Background: an optimization exercise with open tools, aiming at a short achievable clock period and few clock cycles. Do not read the settings as production practice. Function was checked by simulation only, so behaviour that the tests miss may differ from the original. No activity file was given, so power comes from the tool's default toggle rates.

==> design/flow/design.v <==
module avion_cpu #(
    parameter ADDRESS_WIDTH = 6,
    parameter DATA_WIDTH = 10
)(
    input clk, 
    input rst, 
    output reg [DATA_WIDTH-1:0] MDRIn, 
    output reg RAMWr, 
    output reg [ADDRESS_WIDTH-1:0] MAR, 
    input [DATA_WIDTH-1:0] MDROut, 
    output reg [5:0] PC,
    output halted
);
reg [DATA_WIDTH - 1:0] IR, IRNext;
reg [5:0] PCNext;
reg [9:0] ACC, ACCNext;
reg [2:0] state, stateNext;
assign halted = (state == 4);
always @(posedge clk) begin
    state <= stateNext;
    PC    <= PCNext;
    IR    <= IRNext;
    ACC   <= ACCNext;
end
always @(*) begin
    stateNext = state;
    PCNext    = PC;
    IRNext    = IR;
    ACCNext   = ACC;
    MAR       = 0;
    RAMWr     = 0;
    MDRIn     = 0;
    if (rst) begin
        stateNext = 0;
        PCNext    = 0;
        IRNext    = 0;
        ACCNext   = 0;
        MAR       = 0;
        RAMWr     = 0;
        MDRIn     = 0;
    end else begin
        case (state)
            0: begin
                MAR = PC;
                RAMWr = 0;
                stateNext = 1;
            end
            1: begin
                IRNext = MDROut;
                PCNext = PC + 1;
                stateNext = 2;
            end
            2: begin
                if (IR[9:6] < 6) begin
                    MAR = IR[5:0];
                    stateNext = 3;
                end else if (IR[9:6] == 6) begin
                    PCNext = IR[5:0];
                    stateNext = 0;
                end else if (IR[9:6] == 7) begin
                    if (ACC == 0)
                        PCNext = IR[5:0];
                    stateNext = 0;
                end else if (IR[9:6] == 8) begin
                    stateNext = 0;
                end else if (IR[9:6] == 9) begin
                    stateNext = 4;
                end
            end
            3: begin
                stateNext = 0;
                RAMWr = 0;
                MAR = 0;
                if (IR[9:6] == 0) begin
                    ACCNext = MDROut;
                end else if (IR[9:6] == 1) begin
                    MAR    = IR[5:0];
                    RAMWr  = 1;
                    MDRIn  = ACC;
                end else if (IR[9:6] == 2) begin
                    ACCNext = ACC + MDROut;
                end else if (IR[9:6] == 3) begin
                    ACCNext = ACC - MDROut;
                end else if (IR[9:6] == 4) begin
                    ACCNext = ACC * MDROut;
                end else if (IR[9:6] == 5) begin
                    if (MDROut != 0)
                        ACCNext = ACC / MDROut;
                    else
                        ACCNext = 0;
                end
            end
            4: begin
                stateNext = 4;  
            end
        endcase
    end
end
endmodule
==> design/flow/run.sh <==
#!/bin/bash
# synth_recipe.tcl (not shown) runs the flow's synth.tcl, then flattens the netlist and writes it again
# the make line also repeats each setting of config.mk as NAME=value (left out here)
make -C /OpenROAD-flow-scripts/flow DESIGN_CONFIG=/design/flow/config.mk WORK_HOME=/design/flow/orfs CLKGATE_MAP_FILE= SYNTH_SCRIPT=/design/flow/synth_recipe.tcl finish
==> design/flow/config.mk <==
export PLATFORM = sky130hd
export DESIGN_NAME = avion_cpu
export DESIGN_NICKNAME = avion_cpu
export VERILOG_FILES = /design/flow/design.v
export SDC_FILE = /design/flow/constraint.sdc
export NUM_CORES = 4
export LEC_CHECK = 0
export CAP_MARGIN = 20
export CORE_MARGIN = 2
export CORE_UTILIZATION = 40
export SLEW_MARGIN = 20
==> design/flow/constraint.sdc <==
create_clock -name core_clock -period 20.0 [get_ports {clk}]
set_input_delay 4.0000 -clock core_clock [delete_from_list [all_inputs] [get_ports {clk}]]
set_output_delay 4.0000 -clock core_clock [all_outputs]
set_load 0.01 [all_outputs]
==> flow_summary_export.csv <==
group,metric,value,unit
synth,synth.net_count,987,
synth,syn_area_per_cell,7.57,sq um
power,irDropWorstVdd,0.0313,mV
grt,grt.overflow.total,0,
setup_path,cp_slowest_cell,"sky130_fd_sc_hd__clkdlybuf4s50_1",
setup_path,r2r.worst_path.cells,61,
sta,achievable-frequency,53.6,MHz
routing,drt_pass1_iterations,5,
grt,first_global_vias,6189,
routing,initialDrtViolationCount,649,
final_layout,nNetsFinal,1010,
final_layout,layout_area_overhead,12.2,%
sta,grt_setup_unrepaired,"false",
setup_path,timing.critical_path.fanout_max,14,
clock_tree,cts_root_buf,"sky130_fd_sc_hd__clkbuf_16",
floorplan,row_count,46,
setup_path,path_class,"in2reg",
clock_tree,numCtsBuffers,5,
synth,synthesis.instances,850,
floorplan,io_pins,36,
setup_path,rr_endpoint,"ACC[0]$_SDFFE_PP0P_",
placed_design,post-dp-hpwl,15600,um
routing,route.antenna.remaining_nets,0,
clock_tree,cts.htree.levels,2,
synth,ys.flop_type,"sky130_fd_sc_hd__dfxtp_1",
power,power_density,38.0,nW/um^2
clock_tree,clk_pin_slew,0.06,ns
power,total_switching_power,0.110,mW
synth,ff_latch_count_synth,29,
floorplan,floorplan.die_area,17100,sq um
sta,worstMarginPinSlew,0.863,ns
floorplan,coreArea,15800,sq um
power,pwr-share-clk,0.297,
synth,adder_and_majority_cell_fraction_of_the_synthesized_area,0.271,
floorplan,die_h,131,um
final_layout,drive_above_1_share,0.0709,
placed_design,place_congestion,0.932,
placed_design,buffer_ports.inserted,35,
run,maxCapViolCount,0,
min_path,worst_hold_startpoint,"IR[0]$_SDFFE_PP0P_",
routing,wl_per_cell,19.0,um
synth,synth_compound_area_frac,0.227,
floorplan,chipWidth,131,um
setup_path,crit_path_start_kind,"input port",
min_path,min_delay_worst_endpoint,"PC[0]$_SDFFE_PP0P_",
power,leakagePower,3.23,nW
sta,timing.final.crit_share,0.932,
routing,remaining_drc_errors,0,
setup_path,critical_path.max_stage_delay,0.67,ns
power,power,0.274,mW
sta,finalSetupViolCount,0,
synth,fraction_of_synthesized_area_in_multiplexers,0.0517,
sta,finalClockSkew,0.00633,ns
power,power_report.internal_total,0.164,mW
sta,fin_tns_setup,0,ns
routing,route.detailed.vias_per_inst,5.89,
grt,grt_pass1_wl,33000,um
min_path,worstHoldPathCells,2,
sta,final_max_slew_viol_count,0,
synth,synth_edf_count,0,
sta,hold_violations,0,
setup_path,timing.rr.start,"ACC[9]$_SDFFE_PP0P_",
synth,ys_warn_count,1,
clock_tree,clock_tree_from_tritoncts,"built",
setup_path,end_kind,"flop",
floorplan,starting_density_of_the_core,0.407,
run_status,outcome,"no timing/DRC/antenna violations",
setup_path,cp.required,20.15,ns
routing,maxUsedRoutingLayer,"met4",
synth,synth_async_sr_flop_share,0,
routing,vias,6420,
power,p_sw_frac,0.401,
synth,synthSimpleGateAreaFrac,0.223,
routing,route.final.wire_length,20700,um
setup_path,worst-r2r-setup-slack,5.44,ns
synth,combinational_family_with_the_most_area_after_synthesis,"adder cells",
grt,grt_start_max_net_pins,41,
synth,sequential_fraction_of_the_synthesis_area,0.0902,
sta,period_needed,18.64,ns
power,power.share.combinational,0.454,
setup_path,timing.critical_path.mode_cell,"sky130_fd_sc_hd__ha_1",
setup_path,cp_data_arrival_time,18.79,ns
synth,yosys.area_share.xor_xnor,0.0750,
routing,wl_met2,9380,um
sta,relSlewSlack,0.420,
min_path,path_type_of_the_worst_min_delay_path,"reg2reg",
grt,gr-usage-all-layers,0.249,
power,power_frac_seq,0.249,
clock_tree,clkLatencyLatePin,0.28,ns
final_layout,number_of_antenna_cells_inserted,0,
routing,routed-wl-met3,1310,um
synth,netlist_area,6440,sq um
clock_tree,clock_tree.buffer_depth,2,
routing,m1WireLength,9140,um
grt,antenna_violations_before_repair,0,
clock_tree,numClockSinks,29,
synth,number_of_distinct_library_cells_after_synthesis,72,
-- registers in the layout (all words and copies together), names as in the netlist --
register,flops
state,3
IR,10
ACC,10
PC,6
-- power groups by stage --
| stage | Sequential [mW] | Combinational, mW | Clock (mW) |
|---|---|---|---|
| after floorplan | 0.0654 | 0.0896 | 0 |
| after global placement | 0.0694 | 0.122 | 0 |
| after detailed placement | 0.0692 | 0.122 | 0 |
| after CTS | 0.0681 | 0.123 | 0.0814 |
| after global routing | 0.0688 | 0.138 | 0.0852 |
| final | 0.0682 | 0.125 | 0.0816 |
-- critical path, delay by kind of cell --
| kind | cells | cell delay (ns) |
|---|---|---|
| AOI/OAI and AO/OA | 32 | 6.91 |
| adders and majority gates | 9 | 2.80 |
| muxes | 3 | 1.13 |
| and+or+nand+nor | 16 | 3.05 |
| buffers and inverters | 2 | 0.85 |
-- logic make-up after synthesis --
| logic type | Yosys count |
|---|---|
| AO/OA/AOI/OAI | 211 |
| XOR/XNOR | 52 |
| adder cells (fa/ha/maj) | 125 |
| buffers and inverters | 106 |
| flip-flops | 29 |
| multiplexers | 30 |
| AND/OR/NAND/NOR | 297 |
-- final cells by class --
class	instances	area (sq um)
fill	1618	8610
multi-input combinational	715	5460
sequential	29	581
timing repair buffer	55	500
tap	216	270
inverter	67	251
clock buffer	7	153
clock inverter	1	5.00
-- synth_stat cells, types with 18 or more instances --
| cell type | instances | share of area |
|---|---|---|
| sky130_fd_sc_hd__a21oi_1 | 49 | 0.038 |
| sky130_fd_sc_hd__clkbuf_1 | 33 | 0.019 |
| sky130_fd_sc_hd__dfxtp_1 | 29 | 0.090 |
| sky130_fd_sc_hd__fa_1 | 24 | 0.075 |
| sky130_fd_sc_hd__ha_1 | 101 | 0.20 |
| sky130_fd_sc_hd__inv_1 | 66 | 0.038 |
| sky130_fd_sc_hd__nand2_1 | 79 | 0.046 |
| sky130_fd_sc_hd__nand3_1 | 18 | 0.014 |
| sky130_fd_sc_hd__nor2_1 | 93 | 0.054 |
| sky130_fd_sc_hd__nor3_1 | 26 | 0.020 |
| sky130_fd_sc_hd__o211ai_1 | 18 | 0.021 |
| sky130_fd_sc_hd__o21ai_0 | 32 | 0.025 |
| sky130_fd_sc_hd__xnor2_1 | 37 | 0.050 |
-- repair_timing --
item                                    4_1_cts  5_1_grt
hold buffers                                  0        0
endpoints found under the setup margin        0        1
setup buffers                                 0        1
resized for setup                             0        3
-- worst max-delay path by stage --
stage,slack (ns),end,startpoint,cells past startpoint
finish,1.36,ACC[0]$_SDFFE_PP0P_,MDROut[7],62
global route,0.03,ACC[0]$_SDFFE_PP0P_,MDROut[7],62
CTS,0.83,ACC[0]$_SDFFE_PP0P_,MDROut[7],62
detailed placement,0.60,ACC[0]$_SDFFE_PP0P_,MDROut[7],62
global placement,0.99,ACC[0]$_SDFFE_PP0P_,MDROut[7],62
floorplan,2.34,ACC[0]$_SDFFE_PP0P_,MDROut[6],61
-- stage by stage --
step	instance area (sq um)	hold slack [ns]	setup WS, ns	util	instances
2_1_floorplan	6440	0.460	2.34	-	850
3_3_place_gp	7050	0.506	0.993	0.445	1081
3_5_place_dp	7050	0.505	0.596	0.445	1081
4_1_cts	7210	0.513	0.831	0.455	1089
5_1_grt	7220	0.551	0.0337	0.456	1090
6_report	7220	0.516	1.36	0.456	1090
-- cell usage in the layout, fill, tap and decap left out, drive strengths merged, types with 6 or more instances in the layout --
master and instances:
a21o 8, a21oi 49, a22oi 12, a31oi 10
and2 15, buf 20, clkbuf 7, clkdlybuf4s50 35
dfxtp 29, fa 24, ha 101, inv 66
mux2 17, mux2i 13, nand2 79, nand2b 6
nand3 18, nand4 7, nor2 94, nor2b 10
nor3 26, nor4 11, o211ai 19, o21a 13
o21ai 33, o21bai 6, o31a 6, o31ai 8
or2 6, or3 6, or4 6, xnor2 37
xor2 13
-- layer usage --
layer / vias to the layer above / global-route usage
met3: 57 / 0.0318
met1: 2980 / 0.328
li1: 3105 / -
met5: - / 0
met2: 278 / 0.419
met4: 0 / 0.0895
Testbench counts, summed over its fixed seeds: cycles 95,145.

what the ideal ports hide:
No port has a modelled driver above. Below, the same layout with a new extraction and two added sets of constraints.
Step 1 (the two cells are an assumption about what drives the block):
set clk [get_ports {clk}]
set_driving_cell -lib_cell sky130_fd_sc_hd__clkbuf_16 $clk
set_driving_cell -lib_cell sky130_fd_sc_hd__buf_2 [delete_from_list [all_inputs] $clk]
Step 2 times the ports against the registers' clock, not the clock port: input delays grow and output delays shrink by t, the midpoint of the rising clock arrivals with the driver on.
Three values: ideal ports, drivers, drivers and shift; two values: the first two.
t (ns): 0.311
slack for setup (ns): 1.360 / 1.371 / 1.060
worst hold slack (ns): 0.516 / 0.516 / 0.516
worst setup path after step 2: input to register
cell pins on the clock port's net: 1
After both steps this run still meets setup and hold. For this run, drivers alone change the setup slack by +0.011 ns; drivers and shift together by -0.300 ns.
